From an optimization exercise on the open Yosys and OpenROAD flow, aimed at small area and a short achievable clock period; shortcuts taken in it are not production practice. No run shown here included a check of the RTL's function; only the layout flow was run. No activity file was given, so power comes from the tool's default toggle rates.

==> flow/design.v (outline; a module is shown in full before it is edited, if it fits) <==
// module add4rpl: 23 lines
// module addsub8: 34 lines
// module alu_log: 23 lines
// module bcd_adj: 52 lines
// module m6502alu: 80 lines
// module rg8l: 19 lines
// module rg8l2: 28 lines
// module s_reg: 41 lines
// module prog_cnt: 71 lines
// module mx81_8: 64 lines
// module adl_mux: 28 lines
// module adh_mux: 25 lines
// module op_dcd: 1147 lines
// module m6502_org: 136 lines
module m6502_org (clk, addr, dataenb, datai, datao, irq_n, nmi_n, sob_n, res_n,
   rdy, vpa, sync, we_n);
  // ...
==> flow/run.sh <==
#!/bin/bash
# synth_recipe.tcl (not shown) runs the flow's synth.tcl, then flattens the netlist and writes it again
# the make line also repeats each setting of config.mk as NAME=value (left out here)
make -C /OpenROAD-flow-scripts/flow DESIGN_CONFIG=/design/flow/config.mk WORK_HOME=/design/flow/orfs CLKGATE_MAP_FILE= SYNTH_SCRIPT=/design/flow/synth_recipe.tcl finish
==> flow/config.mk <==
export PLATFORM = sky130hd
export DESIGN_NAME = m6502_org
export DESIGN_NICKNAME = m6502_org
export VERILOG_FILES = /design/flow/design.v
export SDC_FILE = /design/flow/constraint.sdc
export NUM_CORES = 4
export LEC_CHECK = 0
export ABC_AREA = 1
export CAP_MARGIN = 60
export CORE_MARGIN = 2
export CORE_UTILIZATION = 40
export SLEW_MARGIN = 60
==> flow/constraint.sdc <==
create_clock -name core_clock -period 14.0 [get_ports {clk}]
set_input_delay 2.8000 -clock core_clock [delete_from_list [all_inputs] [get_ports {clk}]]
set_output_delay 2.8000 -clock core_clock [all_outputs]
set_load 0.01 [all_outputs]
==> reports/metrics.cfg, run 1 <==
[global_route]
grt_util_met3_pct=5.48
busiest_layer=met2
global_route.usage.met1_pct=47.7
grt_pass1_vias=12100

[setup_path]
regToRegSetupSlack_ps=9340
critPathMaxStageDelay_ps=550
endpoint=datao[7]
start_kind=register
reg2reg_from=alu_ctl[0]
path_class=register to output pin

[synthesis]
yosysTopAreaCellShare_pct=23.9
synthMuxAreaShare_pct=0
synth.area.top_cells=edfxtp_1 24%, nand2_1 14%, dfxtp_1 8.2%
yosys_most_used_dff=edfxtp_1
synth_fa_ha_area_share_pct=3.16
synth_top_area_cell=edfxtp_1

[min_path]
hold_depth=0

[timing]
period_minus_slack_ps=8180
relSlewSlack_pct=58.6
rsz0062_at_grt=false
finalSetupViolations=0
max_clock_freq_mhz=122

[route]
dr_wl_met2_um=21900
wire_per_inst_um=23.2
vias=13100

[outcome]
status=complete, no violations

[die]
taps=384

[finish]
n_all_buffers=57
final_cell_mix=448 x nand2_1, 234 x nor2_1, 206 x inv_1
area_delta_synth_final_pct=12.3
largest_reg_flops=16

[clock_tree]
cts-root-buf=clkbuf_16
clk_transition_reported_paths_ps=70
postCtsResizedCells=0
cts_tree=built
post-cts-setup-buffer-count=0

[power_and_ir_drop]
p_sw_uw=947
intPower_uw=1130
p_leak_uw=0.00585
p_clk_uw=458

==> module m6502alu, before the edit <==
module m6502alu (jreg, kreg, alu_ctl, alu2op, alu_out);
input   [7:0] jreg;
input   [7:0] kreg;
input   [11:0] alu_ctl;
output  [5:0] alu2op;
output  [7:0] alu_out;
wire sub = alu_ctl[0];
wire cin = alu_ctl[4];
wire bcd_en = alu_ctl[3];
wire [7:0] j = jreg;
wire [7:0] sx = {{7{kreg[7]}}, 1'b1};
wire [7:0] bs_p = alu_ctl[7] ? kreg ^ {8{sub}} : alu_ctl[6] ? sx ^ {8{sub}} : {8{sub}};
wire [7:0] bs_g = ({8{alu_ctl[7]}} & kreg | {8{alu_ctl[6] & ~alu_ctl[7]}} & sx) ^ {8{sub}};
wire [7:0] g = j & bs_g;
wire [7:0] p = j ^ bs_p;
wire g10 = g[1] | p[1] & g[0];            wire p10 = p[1] & p[0];
wire g32 = g[3] | p[3] & g[2];            wire p32 = p[3] & p[2];
wire g54 = g[5] | p[5] & g[4];            wire p54 = p[5] & p[4];
wire g76 = g[7] | p[7] & g[6];            wire p76 = p[7] & p[6];
wire g30 = g32 | p32 & g10;               wire p30 = p32 & p10;
wire g74 = g76 | p76 & g54;               wire p74 = p76 & p54;
wire [8:0] c;
assign c[0] = cin;
assign c[1] = g[0] | p[0] & cin;
assign c[2] = g10 | p10 & cin;
assign c[3] = g[2] | p[2] & c[2];
assign c[4] = g30 | p30 & cin;
assign c[5] = g[4] | p[4] & c[4];
assign c[6] = g54 | p54 & c[4];
assign c[7] = g[6] | p[6] & c[6];
assign c[8] = g74 | p74 & c[4];
wire [7:0] d = p ^ c[7:0];                 
wire cout4 = c[4];
wire cout8 = c[8];
wire lo_adj     = bcd_en & ~sub & (cout4 | d[3] & (d[2] | d[1]));
wire lo_adj_sub = bcd_en & sub & ~cout4;
wire lo_ge10    = d[3] & (d[2] | d[1]);
wire c4p        = lo_adj & lo_ge10;        
wire cin4l      = c4p;
wire hi_adj     = bcd_en & ~sub & (cout8 | d[7] & (d[6] | d[5] | c4p & d[4]));
wire hi_adj_sub = bcd_en & sub & ~cout8;
wire [3:0] lo = lo_adj_sub ? {~(d[3] ^ (d[2] & d[1])), d[2] ^ d[1], ~d[1], d[0]} :
                lo_adj     ? {d[3] ^ (d[2] | d[1]), ~(d[2] ^ d[1]), ~d[1], d[0]} : d[3:0];
wire [3:0] h = d[7:4];
wire [3:0] h_p1 = {h[3] ^ (h[2] & h[1] & h[0]), h[2] ^ (h[1] & h[0]), h[1] ^ h[0], ~h[0]};
wire [3:0] h_p6 = {h[3] ^ (h[2] | h[1]), ~(h[2] ^ h[1]), ~h[1], h[0]};
wire [3:0] h_p7 = {h[3] ^ (h[2] | h[1] | h[0]), ~(h[2] ^ (h[1] | h[0])), ~(h[1] ^ h[0]), ~h[0]};
wire [3:0] h_pa = {~(h[3] ^ (h[2] & h[1])), h[2] ^ h[1], ~h[1], h[0]};
wire c8_p6 = h[3] & (h[2] | h[1]);
wire c8_p7 = h[3] & (h[2] | h[1] | h[0]);
wire c8_p1 = &h;
wire [3:0] hi = hi_adj_sub ? h_pa :
                hi_adj ? (cin4l ? h_p7 : h_p6) :
                cin4l ? h_p1 : h;
wire c8p = hi_adj ? (cin4l ? c8_p7 : c8_p6) : cin4l & c8_p1;
wire [7:0] bcd_out = {hi, lo};
wire bcd_cout = cout8 | c8p & ~hi_adj_sub;
wire [7:0] dcd = 8'b1 << alu_ctl[10:8];
wire [7:0] log_b_pre = alu_ctl[7] ? kreg : alu_ctl[6] ? dcd : 8'h00;
wire [7:0] lb = alu_ctl[11] ? ~log_b_pre : log_b_pre;
reg [7:0] log_out;
always @* begin
   case (alu_ctl[2:0])
   3'b010: log_out = {j[6:0], cin};
   3'b011: log_out = {cin, j[7:1]};
   3'b100: log_out = j & lb;
   3'b101: log_out = j | lb;
   3'b110: log_out = j ^ lb;
   default: log_out = ~j & lb;
   endcase
end
wire log_cout = alu_ctl[2:0] == 3'b010 ? j[7] : j[0];
wire [7:0] res = alu_ctl[5] ? 8'h00 : alu_ctl[2:1] == 2'b00 ? bcd_out : log_out;
assign alu_out = res;
wire z_flag = res == 8'h00;
wire v_flag = (~sub ^ j[7] ^ kreg[7]) & (d[7] ^ j[7]);
wire alu_cout = alu_ctl[2:1] == 2'b00 ? bcd_cout : log_cout;
wire bra_carry = cout8 ^ kreg[7] ^ (&j);
assign alu2op = {res[7], v_flag, cout8, bra_carry, z_flag, alu_cout};
endmodule
==> module m6502_org, before the edit <==
module m6502_org (clk, addr, dataenb, datai, datao, irq_n, nmi_n, sob_n, res_n,
   rdy, vpa, sync, we_n);
input   clk;
output  [15:0] addr;
output  dataenb;
input   [7:0] datai;
output  [7:0] datao;
input   irq_n;
input   nmi_n;
input   sob_n;
input   res_n;
input   rdy;
output  vpa;
output  sync;
output  we_n;
reg  [7:0] opcode;
reg  [8:1] state;
reg  [7:0] psrl;
reg  [11:0] alu_ctl;
reg  wel_n, z_flag_f, branch_carry_f, sob_n_f;
reg  type1_calc, type2_calc, type2_write, type2_done, type3_calc;
reg  resetl, reset_proc, nmi_proc, irq_proc, irq, nmi_pend, nmi1, nmi2;
reg  [7:0] areg, xreg, yreg, sreg, dreg, jreg, kreg, lreg, hreg;
reg  [15:0] pc;
wire syncl, vpal, we_d_n, sreg_up, sreg_cen, opcode_ld, irq_pend, adh_alu;
wire type1_read, type2_read, type3_read;
wire [11:0] alu_ctl_d;
wire [2:0] alu_ld;
wire [6:0] prog_ctl;
wire [6:0] rg_load;
wire [1:0] adl_sel;
wire [3:0] adh_sel;
wire [2:0] domux_sel;
wire [7:0] psr_d, opcode_in;
wire [8:1] state_in;
wire [5:0] alu2op;
wire [7:0] alu_out;
op_dcd sm (.opcode(opcode), .state(state), .psrl(psrl),
   .type1_calc(type1_calc), .type2_calc(type2_calc), .type2_write(type2_write),
   .type2_done(type2_done), .type3_calc(type3_calc),
   .z_flag_f(z_flag_f), .branch_carry_f(branch_carry_f),
   .reset_proc(reset_proc), .nmi_proc(nmi_proc), .irq_proc(irq_proc),
   .nmi_pend(nmi_pend), .irq(irq), .resetl(resetl), .rdy(rdy),
   .alu2op(alu2op), .datai(datai), .sob_n(sob_n), .sob_n_f(sob_n_f),
   .syncl(syncl), .vpa(vpal), .we_d_n(we_d_n), .alu_ctl_d(alu_ctl_d),
   .alu_ld(alu_ld), .sreg_up(sreg_up), .sreg_cen(sreg_cen),
   .prog_ctl(prog_ctl), .rg_load(rg_load), .adl_sel(adl_sel),
   .adh_sel(adh_sel), .domux_sel(domux_sel), .psr_d(psr_d),
   .type1_read(type1_read), .type2_read(type2_read), .type3_read(type3_read),
   .opcode_ld(opcode_ld), .opcode_in(opcode_in), .state_in(state_in),
   .irq_pend(irq_pend), .adh_alu(adh_alu));
m6502alu alu (.jreg(jreg), .kreg(kreg), .alu_ctl(alu_ctl), .alu2op(alu2op),
   .alu_out(alu_out));
reg [7:0] dataol;
always @* begin
   case (domux_sel)
   3'b000: dataol = alu_out;
   3'b001: dataol = areg;
   3'b010: dataol = psrl;
   3'b011: dataol = sreg;
   3'b100: dataol = xreg;
   3'b101: dataol = yreg;
   3'b110: dataol = pc[15:8];
   default: dataol = pc[7:0];
   endcase
end
wire [7:0] addrl = adl_sel == 2'b00 ? pc[7:0] :
                   adl_sel == 2'b01 ? dreg :
                   adl_sel == 2'b10 ? sreg : lreg;
wire [7:0] pre_y;
assign pre_y[0] = (alu_out[0] & adh_sel[3] | dreg[0] & adh_sel[2] | adh_sel[0]) & ~adh_sel[1];
assign pre_y[7:1] = (alu_out[7:1] & {7{adh_sel[3]}} | dreg[7:1] & {7{adh_sel[2]}}) & ~{7{adh_sel[1] | adh_sel[0]}};
wire [7:0] addrh = adh_sel == 4'b0000 ? pc[15:8] : pre_y;
assign addr = {addrh, addrl};
assign datao = dataol;
assign we_n = wel_n;
assign dataenb = ~wel_n;
assign sync = syncl;
assign vpa = vpal;
always @(posedge clk) begin
   psrl <= psr_d;
   if (resetl) reset_proc <= 1'b1;
   else if (state[6]) reset_proc <= 1'b0;
   if (irq_pend & syncl & rdy) irq_proc <= 1'b1;
   else if (state[6] | resetl) irq_proc <= 1'b0;
   if (nmi_pend & syncl & rdy) nmi_proc <= 1'b1;
   else if (state[6] | resetl) nmi_proc <= 1'b0;
   resetl <= ~res_n;
   irq <= ~irq_n;
   if (~nmi2 & nmi1) nmi_pend <= 1'b1;
   else if (nmi_proc | resetl) nmi_pend <= 1'b0;
   nmi2 <= nmi1;
   nmi1 <= ~nmi_n;
   if (rdy) begin
      alu_ctl <= alu_ctl_d;
      wel_n <= we_d_n;
      z_flag_f <= alu2op[1];
      branch_carry_f <= alu2op[2];
      type1_calc <= type1_read;
      type2_done <= type2_write;
      type2_write <= type2_calc;
      type2_calc <= type2_read;
      type3_calc <= type3_read;
      sob_n_f <= sob_n;
      state <= state_in;
   end
   if (opcode_ld) opcode <= opcode_in;
end
always @(posedge clk) begin
   if (rg_load[0]) areg <= dataol;
   if (rg_load[1]) dreg <= datai;
   else if (rg_load[2]) dreg <= dataol;
   if (rg_load[4]) xreg <= dataol;
   if (rg_load[5]) yreg <= dataol;
   if (rg_load[6]) lreg <= alu_out;
   if (alu_ld[0]) jreg <= datai;
   else if (alu_ld[1]) jreg <= dataol;
   if (alu_ld[2]) kreg <= datai;
   if (resetl) sreg <= 8'h00;
   else if (rg_load[3]) sreg <= dataol;
   else if (sreg_cen) sreg <= sreg_up ? sreg + 8'd1 : sreg - 8'd1;
end
wire [7:0] cntil = prog_ctl[6:5] == 2'b10 ? 8'hFC :
                   prog_ctl[6:5] == 2'b01 ? 8'hFA :
                   prog_ctl[6:5] == 2'b11 ? 8'hFE :
                   prog_ctl[4] ? alu_out : hreg;
wire [7:0] cntih = prog_ctl[6:5] != 2'b00 ? 8'hFF :
                   prog_ctl[3] ? datai : dataol;
always @(posedge clk) begin
   if (resetl) pc <= 16'hFFFC;
   else if (prog_ctl[2] | prog_ctl[4]) pc <= {cntih, cntil};
   else if (prog_ctl[0]) pc <= pc + 16'd1;
   if (resetl) hreg <= 8'hFC;
   else if (prog_ctl[1]) hreg <= prog_ctl[3] ? datai : alu_out;
end
endmodule
==> inputs of run 2 (changes only) <==
--- a/flow/design.v
+++ b/flow/design.v
@@ -130,22 +130,23 @@
 .sum(datao[7:4]));
 add4rpl addl (.a(datai[3:0]),
           .b(b[3:0]),
 .cin(gnd),
           .cout(cout4),
           .sum(datao[3:0]));
 endmodule  
 `timescale 1 ns / 1 ns
-module m6502alu (jreg, kreg, alu_ctl, alu2op, alu_out);
+module m6502alu (jreg, kreg, alu_ctl, alu2op, alu_out, log_out);
 input   [7:0] jreg;
 input   [7:0] kreg;
 input   [11:0] alu_ctl;
 output  [5:0] alu2op;
 output  [7:0] alu_out;
+output  [7:0] log_out;       
 wire sub = alu_ctl[0];
 wire cin = alu_ctl[4];
 wire bcd_en = alu_ctl[3];
 wire [7:0] j = jreg;
 wire [7:0] sx = {{7{kreg[7]}}, 1'b1};
 wire [7:0] bs_p = alu_ctl[7] ? kreg ^ {8{sub}} : alu_ctl[6] ? sx ^ {8{sub}} : {8{sub}};
 wire [7:0] bs_g = ({8{alu_ctl[7]}} & kreg | {8{alu_ctl[6] & ~alu_ctl[7]}} & sx) ^ {8{sub}};
 wire [7:0] g = j & bs_g;
@@ -505,32 +506,35 @@
    input  [7:0] psrl,
    input  type1_calc, type2_calc, type2_write, type2_done, type3_calc,
    input  z_flag_f, branch_carry_f,
    input  reset_proc, nmi_proc, irq_proc, nmi_pend, irq, resetl,
    input  rdy,
    input  [5:0] alu2op,
    input  [7:0] datai,
    input  sob_n, sob_n_f,
-   output syncl, vpa, we_d_n,
+   input  syncl,
+   output sync_dcd, vpa, we_d_n,
    output [11:0] alu_ctl_d,
    output [2:0] alu_ld,
    output sreg_up, sreg_cen,
    output [6:0] prog_ctl,
    output [6:0] rg_load,
    output [1:0] adl_sel,
    output [3:0] adh_sel,
    output [2:0] domux_sel,
    output reg [7:0] psr_d,
    output type1_read, type2_read, type3_read,
    output opcode_ld,
    output [7:0] opcode_in,
    output [8:1] state_in,
    output irq_pend,
-   output adh_alu);
+   output adh_alu,
+   output pc_cen_p,        
+   output pcl_alu_pre);    
 parameter BRK = 8'b 00000000; 
 parameter ORAINX = 8'b 00000001; 
 parameter TSBZPG = 8'b 00000100; 
 parameter ORAZPG = 8'b 00000101; 
 parameter ASLZPG = 8'b 00000110; 
 parameter RMB0 = 8'b 00000111; 
 parameter BBR0 = 8'b 00001111; 
 parameter PHP = 8'b 00001000; 
@@ -1024,17 +1028,17 @@
    end
 assign opcode_ld = syncl & rdy | resetl; 
 assign opcode_in = resetl == 1'b 1 | nmi_pend == 1'b 1 | 
 		irq_pend == 1'b 1 ? BRK : 
 	datai; 
 assign irq_pend = irq & ~psrl[2] & ~nmi_pend; 
 assign state_in = opcode_ld == 1'b 1 ? 8'b 00000001 : 
 	{state[7:1] , 1'b 0}; 
-assign syncl = opcode == BRK & state[7] == 1'b 1 | opcode == RTI & 
+assign sync_dcd = opcode == BRK & state[7] == 1'b 1 | opcode == RTI & 
 		state[5] == 1'b 1 | opcode == RTS & 
 		state[5] == 1'b 1 | opcode == JSR & 
 		state[6] == 1'b 1 | opcode == JMPIND & 
 		state[5] == 1'b 1 | opcode == JMPAIX & 
 		state[6] == 1'b 1 | opcode == STZABX & 
 		state[5] == 1'b 1 | state[4] == 1'b 1 & bbx_op == 1'b 1 & 
 		branch_take == 1'b 0 | state[5] == 1'b 1 & bbx_op == 1'b 1 & 
 		branch_carry_f == 1'b 0 | state[6] == 1'b 1 & bbx_op == 1'b 1 | 
@@ -1166,20 +1170,18 @@
 		opcode == PLA | opcode == PLP | 
 		opcode == PLX | opcode == PHX | 
 		opcode == PLY | opcode == PHY) & 
 		state[2] == 1'b 1 | opcode == RTI & 
 		~(state[5] == 1'b 1) | opcode == RTS & 
 		~(state[5] == 1'b 1) | opcode == JSR & 
 		(state[3] == 1'b 1 | state[4] == 1'b 1) ? 2'b 10 : 
 	2'b 00; 
-assign pc_cen = rdy == 1'b 1 & (syncl == 1'b 1 & 
-		nmi_pend == 1'b 0 & irq_pend == 1'b 0 | 
-		opcode == BRK & interrupt == 1'b 0 & 
-		state[1] == 1'b 1 | opcode == BRK & 
+assign pc_cen = rdy & (syncl & ~nmi_pend & ~irq_pend | opcode == BRK & ~interrupt & state[1] | pc_cen_p);
+assign pc_cen_p = (opcode == BRK & 
 		state[5] == 1'b 1 | imm_1_addr == 1'b 1 & 
 		state[1] == 1'b 1 | imm_3_addr == 1'b 1 & 
 		state[1] == 1'b 1 | bbx_op == 1'b 1 & 
 		state[1] == 1'b 1 | bbx_op == 1'b 1 & 
 		state[3] == 1'b 1 | rel_addr == 1'b 1 & 
 		state[1] == 1'b 1 | zpg_1_addr == 1'b 1 & 
 		state[1] == 1'b 1 | zpg_3_addr == 1'b 1 & 
 		state[1] == 1'b 1 | zpg_rmw_addr == 1'b 1 & 
@@ -1194,18 +1196,17 @@
 		abx_3_addr == 1'b 1 | opcode == STZABX | 
 		abs_rmw_addr == 1'b 1 | abx_rmw_addr == 1'b 1) & 
 		(state[1] == 1'b 1 | state[2] == 1'b 1) | inx_1_addr == 1'b 1 & 
 		state[1] == 1'b 1 | opcode == JMPAIX & 
 		(state[1] == 1'b 1 | state[4] == 1'b 1) | opcode == JSR & 
 		state[1] == 1'b 1 | opcode == RTS & 
 		state[4] == 1'b 1 | opcode == JMP & 
 		state[1] == 1'b 1 | opcode == JMPIND & 
-		(state[1] == 1'b 1 | state[3] == 1'b 1)) ? 1'b 1 : 
-	1'b 0; 
+		(state[1] == 1'b 1 | state[3] == 1'b 1)); 
 assign pc_load = resetl == 1'b 1 | rdy == 1'b 1 & 
 		(opcode == BRK & state[4] == 1'b 1 | opcode == BRK & 
 		state[6] == 1'b 1 | bbx_op == 1'b 1 & 
 		state[5] == 1'b 1 & branch_carry_f == 1'b 1 | 
 		rel_addr == 1'b 1 & state[3] == 1'b 1 & branch_carry_f == 1'b 1 | 
 		opcode == RTI & state[4] == 1'b 1 | opcode == RTS & 
 		state[3] == 1'b 1 | opcode == JMP & 
 		state[2] == 1'b 1 | opcode == JMPAIX & 
@@ -1235,20 +1236,18 @@
 	1'b 1; 
 assign pc_vec_sel = resetl == 1'b 1 | opcode == BRK & 
 		state[4] == 1'b 1 & reset_proc == 1'b 1 ? 2'b 10 : 
 	opcode == BRK & state[4] == 1'b 1 & nmi_proc == 1'b 1 ? 2'b 01 : 
 	opcode == BRK & state[4] == 1'b 1 ? 2'b 11 : 
 	2'b 00; 
 assign vpa = opcode == BRK & (state[5] == 1'b 1 | state[6] == 1'b 1) ? 1'b 1 : 
 	1'b 0; 
-assign pcl_alu_ld = bbx_op == 1'b 1 & branch_take == 1'b 1 & 
-		alu2op[2] == 1'b 0 & state[4] == 1'b 1 | rel_addr == 1'b 1 & 
-		branch_take == 1'b 1 & alu2op[2] == 1'b 0 & state[2] == 1'b 1 ? 1'b 1 : 
-	1'b 0; 
+assign pcl_alu_pre = bbx_op & branch_take & state[4] | rel_addr & branch_take & state[2];
+assign pcl_alu_ld = pcl_alu_pre & ~alu2op[2];
 assign prog_ctl = {{{{{pc_vec_sel , pcl_alu_ld} , pc_sel_datai} , pc_load} , pc_h_load} , pc_cen}; 
 assign sreg_cen = rdy == 1'b 1 & (opcode == BRK & 
 		state[2] == 1'b 1 | opcode == BRK & 
 		state[3] == 1'b 1 | opcode == BRK & 
 		state[4] == 1'b 1 | 
 		(opcode == PHA | opcode == PHP | 
 		opcode == PHX | opcode == PHY) & 
 		state[2] == 1'b 1 | opcode == RTI & 
@@ -1666,120 +1665,248 @@
 reg  [8:1] state;
 reg  [7:0] psrl;
 reg  [11:0] alu_ctl;
 reg  wel_n, z_flag_f, branch_carry_f, sob_n_f;
 reg  type1_calc, type2_calc, type2_write, type2_done, type3_calc;
 reg  resetl, reset_proc, nmi_proc, irq_proc, irq, nmi_pend, nmi1, nmi2;
 reg  [7:0] areg, xreg, yreg, sreg, dreg, jreg, kreg, lreg, hreg;
 reg  [15:0] pc;
-wire syncl, vpal, we_d_n, sreg_up, sreg_cen, opcode_ld, irq_pend, adh_alu;
+reg  syncl;
+reg  [7:0] dsel;           
+reg  [3:0] asel;           
+reg  h_pc, h_alu, h_alu0, h_dreg, h_dreg0, h_one;    
+wire we_d_n, sreg_up, sreg_cen, opcode_ld, irq_pend;
 wire type1_read, type2_read, type3_read;
 wire [11:0] alu_ctl_d;
+wire [6:0] prog_ctl_c;
 wire [2:0] alu_ld;
 wire [6:0] prog_ctl;
 wire [6:0] rg_load;
-wire [1:0] adl_sel;
-wire [3:0] adh_sel;
-wire [2:0] domux_sel;
 wire [7:0] psr_d, opcode_in;
 wire [8:1] state_in;
 wire [5:0] alu2op;
 wire [7:0] alu_out;
+reg  [7:0] alu_wr;         
 op_dcd sm (.opcode(opcode), .state(state), .psrl(psrl),
    .type1_calc(type1_calc), .type2_calc(type2_calc), .type2_write(type2_write),
    .type2_done(type2_done), .type3_calc(type3_calc),
    .z_flag_f(z_flag_f), .branch_carry_f(branch_carry_f),
    .reset_proc(reset_proc), .nmi_proc(nmi_proc), .irq_proc(irq_proc),
    .nmi_pend(nmi_pend), .irq(irq), .resetl(resetl), .rdy(rdy),
    .alu2op(alu2op), .datai(datai), .sob_n(sob_n), .sob_n_f(sob_n_f),
-   .syncl(syncl), .vpa(vpal), .we_d_n(we_d_n), .alu_ctl_d(alu_ctl_d),
-   .alu_ld(alu_ld), .sreg_up(sreg_up), .sreg_cen(sreg_cen),
-   .prog_ctl(prog_ctl), .rg_load(rg_load), .adl_sel(adl_sel),
-   .adh_sel(adh_sel), .domux_sel(domux_sel), .psr_d(psr_d),
+   .syncl(syncl),
+   .sync_dcd(), .vpa(), .we_d_n(we_d_n), .alu_ctl_d(alu_ctl_d),
+   .alu_ld(), .sreg_up(), .sreg_cen(),
+   .prog_ctl(prog_ctl_c), .rg_load(), .adl_sel(),
+   .adh_sel(), .domux_sel(), .psr_d(),
    .type1_read(type1_read), .type2_read(type2_read), .type3_read(type3_read),
    .opcode_ld(opcode_ld), .opcode_in(opcode_in), .state_in(state_in),
-   .irq_pend(irq_pend), .adh_alu(adh_alu));
+   .irq_pend(irq_pend), .adh_alu(), .pc_cen_p(), .pcl_alu_pre());
+wire interrupt = reset_proc | nmi_proc | irq_proc;
+assign alu_ld = {resetl | rdy & cr[12], resetl | rdy & cr[11], rdy & cr[10]};
+assign rg_load = {resetl | rdy & cr[19], resetl | cr[18], resetl | cr[17], cr[16],
+                  resetl | rdy & cr[15], rdy & cr[14], resetl | cr[13]};
+assign prog_ctl = {prog_ctl_c[6:5], pcl_pre & ~alu2op[2], cr[24], resetl | rdy & cr[23],
+                   resetl | cr[22],
+                   rdy & (syncl & ~nmi_pend & ~irq_pend | opcode == 8'h00 & ~interrupt & state[1] | cr[20])};
+assign sreg_cen = rdy & cr[26];
+assign sreg_up = cr[27];
+wire [7:0] psr_d1;
+op_dcd sm1 (.opcode(opcode), .state(state), .psrl(psrl),
+   .type1_calc(type1_calc), .type2_calc(type2_calc), .type2_write(type2_write),
+   .type2_done(type2_done), .type3_calc(type3_calc),
+   .z_flag_f(z_flag_f), .branch_carry_f(branch_carry_f),
+   .reset_proc(reset_proc), .nmi_proc(nmi_proc), .irq_proc(irq_proc),
+   .nmi_pend(nmi_pend), .irq(irq), .resetl(resetl), .rdy(1'b1),
+   .alu2op(alu2op), .datai(datai), .sob_n(sob_n), .sob_n_f(sob_n_f),
+   .syncl(syncl),
+   .sync_dcd(), .vpa(), .we_d_n(), .alu_ctl_d(),
+   .alu_ld(), .sreg_up(), .sreg_cen(),
+   .prog_ctl(), .rg_load(), .adl_sel(),
+   .adh_sel(), .domux_sel(), .psr_d(psr_d1),
+   .type1_read(), .type2_read(), .type3_read(),
+   .opcode_ld(), .opcode_in(), .state_in(),
+   .irq_pend(), .adh_alu(), .pc_cen_p(), .pcl_alu_pre());
+wire sob_fall = ~sob_n & sob_n_f;
+wire [7:0] psr_d0 = resetl ? 8'b0000_0100 : {psrl[7], psrl[6] | sob_fall, psrl[5:0]};
+assign psr_d = rdy ? psr_d1 : psr_d0;
 m6502alu alu (.jreg(jreg), .kreg(kreg), .alu_ctl(alu_ctl), .alu2op(alu2op),
-   .alu_out(alu_out));
-reg [7:0] dataol;
+   .alu_out(alu_out), .log_out());
+wire [7:0] dataor = {8{dsel[1]}} & areg | {8{dsel[2]}} & psrl | {8{dsel[3]}} & sreg |
+                    {8{dsel[4]}} & xreg | {8{dsel[5]}} & yreg | {8{dsel[6]}} & pc[15:8] |
+                    {8{dsel[7]}} & pc[7:0];
+wire dsel_alu = dsel[0];
+wire [7:0] dataol = dsel_alu ? alu_out : dataor;
+wire reset_proc_n = resetl ? 1'b1 : state[6] ? 1'b0 : reset_proc;
+wire irq_proc_n = (irq_pend & syncl & rdy) ? 1'b1 : (state[6] | resetl) ? 1'b0 : irq_proc;
+wire nmi_proc_n = (nmi_pend & syncl & rdy) ? 1'b1 : (state[6] | resetl) ? 1'b0 : nmi_proc;
+wire nmi_pend_n = (~nmi2 & nmi1) ? 1'b1 : (nmi_proc | resetl) ? 1'b0 : nmi_pend;
+wire [11:0] alu_ctl_n = rdy ? {ctlr[11:6], resetl, alu_ctl_d[4], ctlr[3:0]} : alu_ctl;
+wire wel_n_n = rdy ? we_d_n : wel_n;
+wire z_flag_f_n = rdy ? alu2op[1] : z_flag_f;
+wire branch_carry_f_n = rdy ? alu2op[2] : branch_carry_f;
+wire type1_calc_n = rdy ? type1_read : type1_calc;
+wire type2_done_n = rdy ? type2_write : type2_done;
+wire type2_write_n = rdy ? type2_calc : type2_write;
+wire type2_calc_n = rdy ? type2_read : type2_calc;
+wire type3_calc_n = rdy ? type3_read : type3_calc;
+wire sob_n_f_n = rdy ? sob_n : sob_n_f;
+wire [8:1] state_n = rdy ? state_in : state;
+wire [7:0] opcode_n = opcode_ld ? opcode_in : opcode;
+wire [7:0] areg_n = rg_load[0] ? dataol : areg;
+wire [7:0] dreg_n = rg_load[1] ? datai : rg_load[2] ? dataol : dreg;
+wire [7:0] xreg_n = rg_load[4] ? dataol : xreg;
+wire [7:0] yreg_n = rg_load[5] ? dataol : yreg;
+wire [7:0] lreg_n = rg_load[6] ? alu_out : lreg;
+wire [7:0] jreg_n = alu_ld[0] ? datai : alu_ld[1] ? dataol : jreg;
+wire [7:0] kreg_n = alu_ld[2] ? datai : kreg;
+wire [7:0] sreg_n = resetl ? 8'h00 : rg_load[3] ? dataol :
+                    sreg_cen ? (sreg_up ? sreg + 8'd1 : sreg - 8'd1) : sreg;
+wire [7:0] cntil = prog_ctl[6:5] == 2'b10 ? 8'hFC :
+                   prog_ctl[6:5] == 2'b01 ? 8'hFA :
+                   prog_ctl[6:5] == 2'b11 ? 8'hFE :
+                   prog_ctl[4] ? alu_out : hreg;
+wire [7:0] cntih = prog_ctl[6:5] != 2'b00 ? 8'hFF :
+                   prog_ctl[3] ? datai : dataol;
+wire [15:0] pc_n = resetl ? 16'hFFFC :
+                   (prog_ctl[2] | prog_ctl[4]) ? {cntih, cntil} :
+                   prog_ctl[0] ? pc + 16'd1 : pc;
+wire [7:0] hreg_n = resetl ? 8'hFC : prog_ctl[1] ? (prog_ctl[3] ? datai : alu_out) : hreg;
+wire ld1 = syncl | resetl;
+wire [30:0] c_a, c_f, c_b;
+wire [11:0] ctl_a, ctl_f, ctl_b;
+wire [6:0] pg_a, pg_f, pg_b;
+op_dcd nxa (.opcode(opcode), .state({state[7:1], 1'b0}), .psrl(psr_d1),
+   .type1_calc(type1_read), .type2_calc(type2_read), .type2_write(type2_calc),
+   .type2_done(type2_write), .type3_calc(type3_read),
+   .z_flag_f(alu2op[1]), .branch_carry_f(alu2op[2]),
+   .reset_proc(1'b0), .nmi_proc(1'b0), .irq_proc(1'b0),
+   .nmi_pend(1'b0), .irq(1'b0), .resetl(1'b0), .rdy(1'b1),
+   .alu2op(6'b0), .datai(8'h00), .sob_n(1'b1), .sob_n_f(1'b1),
+   .syncl(1'b0),
+   .sync_dcd(c_a[0]), .vpa(c_a[1]), .we_d_n(), .alu_ctl_d(ctl_a),
+   .alu_ld(c_a[12:10]), .sreg_up(c_a[27]), .sreg_cen(c_a[26]),
+   .prog_ctl(pg_a), .rg_load(c_a[19:13]), .adl_sel(c_a[3:2]),
+   .adh_sel(c_a[9:6]), .domux_sel({c_a[5:4], c_a[30]}), .psr_d(),
+   .type1_read(), .type2_read(), .type3_read(),
+   .opcode_ld(), .opcode_in(), .state_in(),
+   .irq_pend(), .adh_alu(), .pc_cen_p(c_a[20]), .pcl_alu_pre(c_a[25]));
+assign c_a[24:21] = {pg_a[3:1], 1'b0};
+assign c_a[29:28] = 2'b00;
+op_dcd nxf (.opcode(opcode_in), .state(8'b0000_0001), .psrl(psr_d1),
+   .type1_calc(type1_read), .type2_calc(type2_read), .type2_write(type2_calc),
+   .type2_done(type2_write), .type3_calc(type3_read),
+   .z_flag_f(alu2op[1]), .branch_carry_f(alu2op[2]),
+   .reset_proc(1'b0), .nmi_proc(1'b0), .irq_proc(1'b0),
+   .nmi_pend(1'b0), .irq(1'b0), .resetl(1'b0), .rdy(1'b1),
+   .alu2op(6'b0), .datai(8'h00), .sob_n(1'b1), .sob_n_f(1'b1),
+   .syncl(1'b0),
+   .sync_dcd(c_f[0]), .vpa(c_f[1]), .we_d_n(), .alu_ctl_d(ctl_f),
+   .alu_ld(c_f[12:10]), .sreg_up(c_f[27]), .sreg_cen(c_f[26]),
+   .prog_ctl(pg_f), .rg_load(c_f[19:13]), .adl_sel(c_f[3:2]),
+   .adh_sel(c_f[9:6]), .domux_sel({c_f[5:4], c_f[30]}), .psr_d(),
+   .type1_read(), .type2_read(), .type3_read(),
+   .opcode_ld(), .opcode_in(), .state_in(),
+   .irq_pend(), .adh_alu(), .pc_cen_p(c_f[20]), .pcl_alu_pre(c_f[25]));
+assign c_f[24:21] = {pg_f[3:1], 1'b0};
+assign c_f[29:28] = 2'b00;
+op_dcd brk (.opcode(8'h00), .state(state), .psrl(psrl),
+   .type1_calc(type1_calc), .type2_calc(type2_calc), .type2_write(type2_write),
+   .type2_done(type2_done), .type3_calc(type3_calc),
+   .z_flag_f(z_flag_f), .branch_carry_f(branch_carry_f),
+   .reset_proc(1'b0), .nmi_proc(1'b0), .irq_proc(1'b0),
+   .nmi_pend(1'b0), .irq(1'b0), .resetl(1'b0), .rdy(1'b1),
+   .alu2op(6'b0), .datai(8'h00), .sob_n(1'b1), .sob_n_f(1'b1),
+   .syncl(1'b0),
+   .sync_dcd(c_b[0]), .vpa(c_b[1]), .we_d_n(), .alu_ctl_d(ctl_b),
+   .alu_ld(c_b[12:10]), .sreg_up(c_b[27]), .sreg_cen(c_b[26]),
+   .prog_ctl(pg_b), .rg_load(c_b[19:13]), .adl_sel(c_b[3:2]),
+   .adh_sel(c_b[9:6]), .domux_sel({c_b[5:4], c_b[30]}), .psr_d(),
+   .type1_read(), .type2_read(), .type3_read(),
+   .opcode_ld(), .opcode_in(), .state_in(),
+   .irq_pend(), .adh_alu(), .pc_cen_p(c_b[20]), .pcl_alu_pre(c_b[25]));
+assign c_b[24:21] = {pg_b[3:1], 1'b0};
+assign c_b[29:28] = 2'b00;
+wire [30:0] c_n1 = ld1 ? c_f : c_a;
+wire [11:0] ctl_n1 = ld1 ? ctl_f : ctl_a;
+wire bv2 = state[2] & opcode[7:6] == 2'b01 & opcode[4:0] == 5'b10000;
+wire sync_n0 = bv2 ? psr_d0[6] ^ opcode[5] : syncl;
+wire pclp_n0 = bv2 ? psr_d0[6] ^ ~opcode[5] : pcl_pre;
+reg  [30:1] cr;            
+reg  [11:0] ctlr;          
+wire [30:0] c_nx = rdy ? c_n1 : c_b;
+wire [11:0] ctl_nx = rdy ? ctl_n1 : ctl_b;
+wire pcl_pre = cr[25];
+wire [7:0] wr_dcd = 8'b1 << ctlr[10:8];
+wire [7:0] wr_lbp = ctlr[7] ? kreg : ctlr[6] ? wr_dcd : 8'h00;
+wire [7:0] wr_lb = ctlr[11] ? ~wr_lbp : wr_lbp;
+reg  [7:0] wr_log;
 always @* begin
-   case (domux_sel)
-   3'b000: dataol = alu_out;
-   3'b001: dataol = areg;
-   3'b010: dataol = psrl;
-   3'b011: dataol = sreg;
-   3'b100: dataol = xreg;
-   3'b101: dataol = yreg;
-   3'b110: dataol = pc[15:8];
-   default: dataol = pc[7:0];
+   case (ctlr[1:0])
+   2'b00: wr_log = jreg & wr_lb;
+   2'b01: wr_log = jreg | wr_lb;
+   2'b10: wr_log = jreg ^ wr_lb;
+   default: wr_log = ~jreg & wr_lb;
    endcase
 end
-wire [7:0] addrl = adl_sel == 2'b00 ? pc[7:0] :
-                   adl_sel == 2'b01 ? dreg :
-                   adl_sel == 2'b10 ? sreg : lreg;
-wire [7:0] pre_y;
-assign pre_y[0] = (alu_out[0] & adh_sel[3] | dreg[0] & adh_sel[2] | adh_sel[0]) & ~adh_sel[1];
-assign pre_y[7:1] = (alu_out[7:1] & {7{adh_sel[3]}} | dreg[7:1] & {7{adh_sel[2]}}) & ~{7{adh_sel[1] | adh_sel[0]}};
-wire [7:0] addrh = adh_sel == 4'b0000 ? pc[15:8] : pre_y;
+wire [7:0] alu_wr_n = (rdy & ctlr[2]) ? (resetl ? 8'h00 : wr_log) : alu_out;
+wire [7:0] alu_adr = jreg + {7'b0, alu_ctl[4]};
+wire [7:0] addrl = {8{asel[0]}} & pc[7:0] | {8{asel[1]}} & dreg | {8{asel[2]}} & sreg |
+                   {8{asel[3]}} & lreg;
+wire [7:0] addrh;
+assign addrh[0] = h_pc & pc[8] | h_alu0 & alu_adr[0] | h_dreg0 & dreg[0] | h_one;
+assign addrh[7:1] = {7{h_pc}} & pc[15:9] | {7{h_alu}} & alu_adr[7:1] | {7{h_dreg}} & dreg[7:1];
 assign addr = {addrh, addrl};
-assign datao = dataol;
+assign datao = dsel_alu ? alu_wr : dataor;
 assign we_n = wel_n;
 assign dataenb = ~wel_n;
 assign sync = syncl;
-assign vpa = vpal;
+assign vpa = cr[1];
 always @(posedge clk) begin
    psrl <= psr_d;
-   if (resetl) reset_proc <= 1'b1;
-   else if (state[6]) reset_proc <= 1'b0;
-   if (irq_pend & syncl & rdy) irq_proc <= 1'b1;
-   else if (state[6] | resetl) irq_proc <= 1'b0;
-   if (nmi_pend & syncl & rdy) nmi_proc <= 1'b1;
-   else if (state[6] | resetl) nmi_proc <= 1'b0;
+   reset_proc <= reset_proc_n;
+   irq_proc <= irq_proc_n;
+   nmi_proc <= nmi_proc_n;
    resetl <= ~res_n;
    irq <= ~irq_n;
-   if (~nmi2 & nmi1) nmi_pend <= 1'b1;
-   else if (nmi_proc | resetl) nmi_pend <= 1'b0;
+   nmi_pend <= nmi_pend_n;
    nmi2 <= nmi1;
    nmi1 <= ~nmi_n;
-   if (rdy) begin
-      alu_ctl <= alu_ctl_d;
-      wel_n <= we_d_n;
-      z_flag_f <= alu2op[1];
-      branch_carry_f <= alu2op[2];
-      type1_calc <= type1_read;
-      type2_done <= type2_write;
-      type2_write <= type2_calc;
-      type2_calc <= type2_read;
-      type3_calc <= type3_read;
-      sob_n_f <= sob_n;
-      state <= state_in;
-   end
-   if (opcode_ld) opcode <= opcode_in;
-end
-always @(posedge clk) begin
-   if (rg_load[0]) areg <= dataol;
-   if (rg_load[1]) dreg <= datai;
-   else if (rg_load[2]) dreg <= dataol;
-   if (rg_load[4]) xreg <= dataol;
-   if (rg_load[5]) yreg <= dataol;
-   if (rg_load[6]) lreg <= alu_out;
-   if (alu_ld[0]) jreg <= datai;
-   else if (alu_ld[1]) jreg <= dataol;
-   if (alu_ld[2]) kreg <= datai;
-   if (resetl) sreg <= 8'h00;
-   else if (rg_load[3]) sreg <= dataol;
-   else if (sreg_cen) sreg <= sreg_up ? sreg + 8'd1 : sreg - 8'd1;
-end
-wire [7:0] cntil = prog_ctl[6:5] == 2'b10 ? 8'hFC :
-                   prog_ctl[6:5] == 2'b01 ? 8'hFA :
-                   prog_ctl[6:5] == 2'b11 ? 8'hFE :
-                   prog_ctl[4] ? alu_out : hreg;
-wire [7:0] cntih = prog_ctl[6:5] != 2'b00 ? 8'hFF :
-                   prog_ctl[3] ? datai : dataol;
-always @(posedge clk) begin
-   if (resetl) pc <= 16'hFFFC;
-   else if (prog_ctl[2] | prog_ctl[4]) pc <= {cntih, cntil};
-   else if (prog_ctl[0]) pc <= pc + 16'd1;
-   if (resetl) hreg <= 8'hFC;
-   else if (prog_ctl[1]) hreg <= prog_ctl[3] ? datai : alu_out;
+   alu_ctl <= alu_ctl_n;
+   wel_n <= wel_n_n;
+   z_flag_f <= z_flag_f_n;
+   branch_carry_f <= branch_carry_f_n;
+   type1_calc <= type1_calc_n;
+   type2_done <= type2_done_n;
+   type2_write <= type2_write_n;
+   type2_calc <= type2_calc_n;
+   type3_calc <= type3_calc_n;
+   sob_n_f <= sob_n_f_n;
+   state <= state_n;
+   opcode <= opcode_n;
+   areg <= areg_n;
+   dreg <= dreg_n;
+   xreg <= xreg_n;
+   yreg <= yreg_n;
+   lreg <= lreg_n;
+   jreg <= jreg_n;
+   kreg <= kreg_n;
+   sreg <= sreg_n;
+   pc <= pc_n;
+   hreg <= hreg_n;
+   syncl <= rdy ? c_n1[0] : resetl ? c_b[0] : sync_n0;
+   if (rdy | resetl) begin
+      cr <= c_nx[30:1];
+      ctlr <= ctl_nx;
+      dsel <= 8'b1 << {c_nx[5:4], c_nx[30]};
+      asel <= 4'b1 << c_nx[3:2];
+      h_pc <= c_nx[9:6] == 4'b0000;
+      h_alu <= c_nx[9] & ~c_nx[7] & ~c_nx[6];
+      h_alu0 <= c_nx[9] & ~c_nx[7];
+      h_dreg <= c_nx[8] & ~c_nx[7] & ~c_nx[6];
+      h_dreg0 <= c_nx[8] & ~c_nx[7];
+      h_one <= c_nx[6] & ~c_nx[7];
+   end else
+      cr[25] <= pclp_n0;
+   alu_wr <= alu_wr_n;
 end
 endmodule
==> flow/config.mk (replaced) <==
export PLATFORM = sky130hd
export DESIGN_NAME = m6502_org
export DESIGN_NICKNAME = m6502_org
export VERILOG_FILES = /design/flow/design.v
export SDC_FILE = /design/flow/constraint.sdc
export NUM_CORES = 4
export LEC_CHECK = 0
export ABC_AREA = 1
export CAP_MARGIN = 20
export CORE_MARGIN = 2
export CORE_UTILIZATION = 40
export SLEW_MARGIN = 20
==> reports/metrics.cfg, run 2 <==
[route]
drt_pass1_iterations=6  ; unchanged
drt-initial-drc-count=1919  ; was 1858
wl_um=64400  ; was 50900 um
vias=16100  ; was 13100
wire_per_inst_um=24.1  ; was 23.2 um
postRouteAntennaNets=0  ; unchanged
viasPerCell=6.03  ; was 5.98
post-route-drc-count=0  ; unchanged

[global_route]
grt_pass1_vias=15300  ; was 12100
grt_max_degree=51  ; was 44
grt_antenna_before_repair=1  ; was 0
grt_pass1_wl_um=96600  ; was 76300 um
grt-ovfl-total=0  ; unchanged
grtUsageTotal_pct=33.3  ; was 33.2%

[timing]
fin_skew_ps=18.9  ; was 20.8 ps
min_period_over_period_pct=43.9  ; was 58.5%
setup_tns_ps=0  ; unchanged
relSlewSlack_pct=29.0  ; was 58.6%
max_clock_freq_mhz=163  ; was 122 MHz
finalMaxSlewViolations=0  ; unchanged
finalSetupViolations=0  ; unchanged
worst_slack_ps=7860  ; was 5820 ps
worstMarginPinSlew_ps=1060  ; was 615 ps
rsz0062_at_grt=false  ; unchanged
period_minus_slack_ps=6140  ; was 8180 ps
hold_viol_final=0  ; unchanged

[finish]
num_antenna_cells=0  ; unchanged
fillers=3848  ; was 3054
final_cell_mix=443 x nand2_1, 304 x nor2_1, 296 x inv_1  ; was 448 x nand2_1, 234 x nor2_1, 206 x inv_1
drive_gt1_share_pct=5.47  ; was 8.00%
layout_commonest_cell=nand2_1  ; unchanged
area_delta_synth_final_pct=9.65  ; was 12.3%
reg_top3=cr (16), pc (16), alu_ctl (12)  ; was pc (16), alu_ctl (12)
final_nets=2202  ; was 1842
fin_area_um2=16500  ; was 13200 um^2
seq_area_um2=5340  ; was 3750 um^2
multiInputGateArea_um2=8290  ; was 6950 um^2

[outcome]
status=complete, no violations  ; unchanged

[synthesis]
synth_seq_cells=194  ; was 141
yosysSeqAreaShare_pct=35.4  ; was 32.1%
synth.distinct_cells=72  ; was 64
yosys_most_used_dff=edfxtp_1  ; unchanged
synth_top_area_cell=edfxtp_1  ; unchanged
yosysTopAreaCellShare_pct=28.9  ; was 23.9%
synth.top_cells.by_count=443 x nand2_1, 304 x nor2_1, 297 x inv_1  ; was 450 x nand2_1, 240 x nor2_1, 209 x inv_1
syn-num-nets=2189  ; was 1808
avgSynthCellArea_um2=7.07  ; was 6.63 um^2
synth-async-reset-ratio_pct=0  ; unchanged
netlist_instances=2133  ; was 1765
synth.area.top_cells=edfxtp_1 29%, nand2_1 11%, nor2_1 7.6%  ; was edfxtp_1 24%, nand2_1 14%, dfxtp_1 8.2%
synth.most_common_cell=nand2_1  ; unchanged
ys_warn_count=3  ; unchanged
synth_edf_count=145  ; was 93
syn_area_um2=15100  ; was 11700 um^2

[setup_path]
path_class=input port to register  ; was register to output pin
critPathMaxStageDelay_ps=670  ; was 550 ps
required_ps=14210  ; was 11200 ps
cp-end-kind=register  ; was output pin
cp.arrival_ps=6350  ; was 5380 ps
cp_num_buf_inv=5  ; was 6
start_kind=input port  ; was register
worst-path-max-fanout=8  ; was 12
critPathTopFamily=simple AND/OR/NAND/NOR gates  ; unchanged
crit_slowest_cell=clkdlybuf4s50_1  ; unchanged
regToRegSetupSlack_ps=8630  ; was 9340 ps
cpMostUsedCell=nor2_1  ; was nand2_1
path_cells=clkdlybuf4s50_1 > inv_1 > nor2_1 > inv_1 > nor2_1 > inv_1 > nor2_1 > nand2_1 > o21ai_1 > nor3_1 > a41oi_1 > nor2_2 > inv_2 > nor2_1

[placement]
numPortBuffers=41  ; unchanged
dpl.hpwl_um=51000  ; was 40400 um
gp_congestion=1.09  ; was 1.05
place_ws_ps=7560  ; was 6330 ps
place_area_um2=15900  ; was 12600 um^2

[power_and_ir_drop]
p_leak_uw=0.00698  ; was 0.00585 uW
vdd_drop_max_mv=0.0767  ; was 0.0795 mV
power.density_nw_per_um2=128  ; was 158 nW/um^2

[min_path]
hold_path.class=register to register  ; unchanged

[die]
die_y_um=198  ; was 175 um
dieWidth_um=198  ; was 175 um
num_rows=71  ; was 62
coreArea_um2=37400  ; was 28800 um^2
dieArea_um2=39300  ; was 30600 um^2
initial_core_util_pct=40.3  ; was 40.7%
ios=42  ; unchanged

[clock_tree]
cts_num_sinks=194  ; was 141
h-tree-depth=4  ; unchanged
post-cts-setup-buffer-count=0  ; unchanged
cts-buffers-inserted=17  ; unchanged
postCtsResizedCells=0  ; unchanged
clk_transition_reported_paths_ps=70  ; about the same
cts_tree=built  ; unchanged
clk_latency_ps=460  ; was 450 ps
clock_path_buffers=2  ; unchanged
hold_buffers=0  ; unchanged
cts-root-buf=clkbuf_16  ; unchanged

[flow_run]
max-cap-violations=0  ; unchanged

run 2: cell count changes in the layout (fill, tap and decap cells not counted), sizes merged, moves of 8 or more:
cell,before,now
o2111ai,8,23
a32oi,0,8
edfxtp,93,145
o21ai,153,184
ha,28,41
nand2,477,459
a211oi,6,14
nor3,29,50
a221oi,2,15
o221ai,7,18
nor2,254,321
inv,240,317
o31ai,5,14
run 2: report_power, final:
| group | switching [uW] | internal (uW) |
|---|---|---|
| combinational | 537 | 259 |
| clock | 242 | 258 |
| sequential | 95.2 | 723 |
| total | 875 | 1240 |
run 2: cells by family after synthesis:
logic type	count (synthesis)	share of synthesized area [%]
AO/OA/AOI/OAI	464	19.6
XOR/XNOR	50	3.13
adder cells (fa/ha/maj)	42	3.54
buffers and inverters	376	9.64
flip-flops	194	35.4
AND/OR/NAND/NOR	1007	28.7
run 2: area by class of cell:
type	count	share of cell area (%)
multi-input combinational	1563	50.1
sequential	194	32.3
timing repair buffer	51	2.91
tap	511	3.87
clock inverter	13	0.855
inverter	319	7.28
clock buffer	19	2.68
run 2: path summary, 6_finish.rpt:
check                  start       to  cells past startpoint
setup reg to reg  alu_ctl[0]    syncl                     36
hold / removal          nmi1     nmi2                      0
setup / recovery    datai[5]  dsel[3]                     14
hold reg to reg         nmi1     nmi2                      0
run 2: through the flow:
step           total power (uW)  utilization (%)  hold WS [ps]  instances
2_1_floorplan              1290                -           331       2133
3_3_place_gp               1590             42.6           349       2638
3_5_place_dp               1610             42.6           354       2638
4_1_cts                    2100             44.2           365       2670
5_1_grt                    2230             44.2           376       2670
6_report                   2120             44.2           363       2670
run 2: metal layers:
metal | GRT usage, % | wire, um | vias to the layer above
met5 | 0 | 0 | -
li1 | - | - | 7324
met1 | 43.1 | 26000 | 7580
met2 | 54.2 | 29100 | 983
met3 | 4.91 | 5660 | 216
met4 | 17.0 | 3660 | 0

## re-timing with driven ports
The flow's constraints put no driver on any port. The routed layouts listed below were extracted and timed again, unchanged, in two steps.
Step 1, drivers: a clkbuf_16 drives clk and a buf_2 each remaining input, both assumed.
Step 2 adds t to the input delays and takes it off the output delays; t is the mean of the earliest and latest rising clock arrival at the registers after step 1. Input paths then give back, and output paths get back, about the clock's delay inside the block.
a / b / c = no drivers / after step 1 / after step 2; a / b = the first two.
run	t (ns)	setup WS [ns]	clock arrival spread, ns	worst register clock-pin slew, ns	pins driven straight from the clock port
run 1	0.489	5.816 / 5.764 / 6.253	0.021 / 0.021	0.08 / 0.08	1
run 2	0.502	7.856 / 7.885 / 7.382	0.019 / 0.019	0.08 / 0.08	1
After both steps setup and hold are still met in every run listed. The setup slack of run 2, which loses most, moves by +0.029 ns with the drivers and by -0.474 ns with both steps.
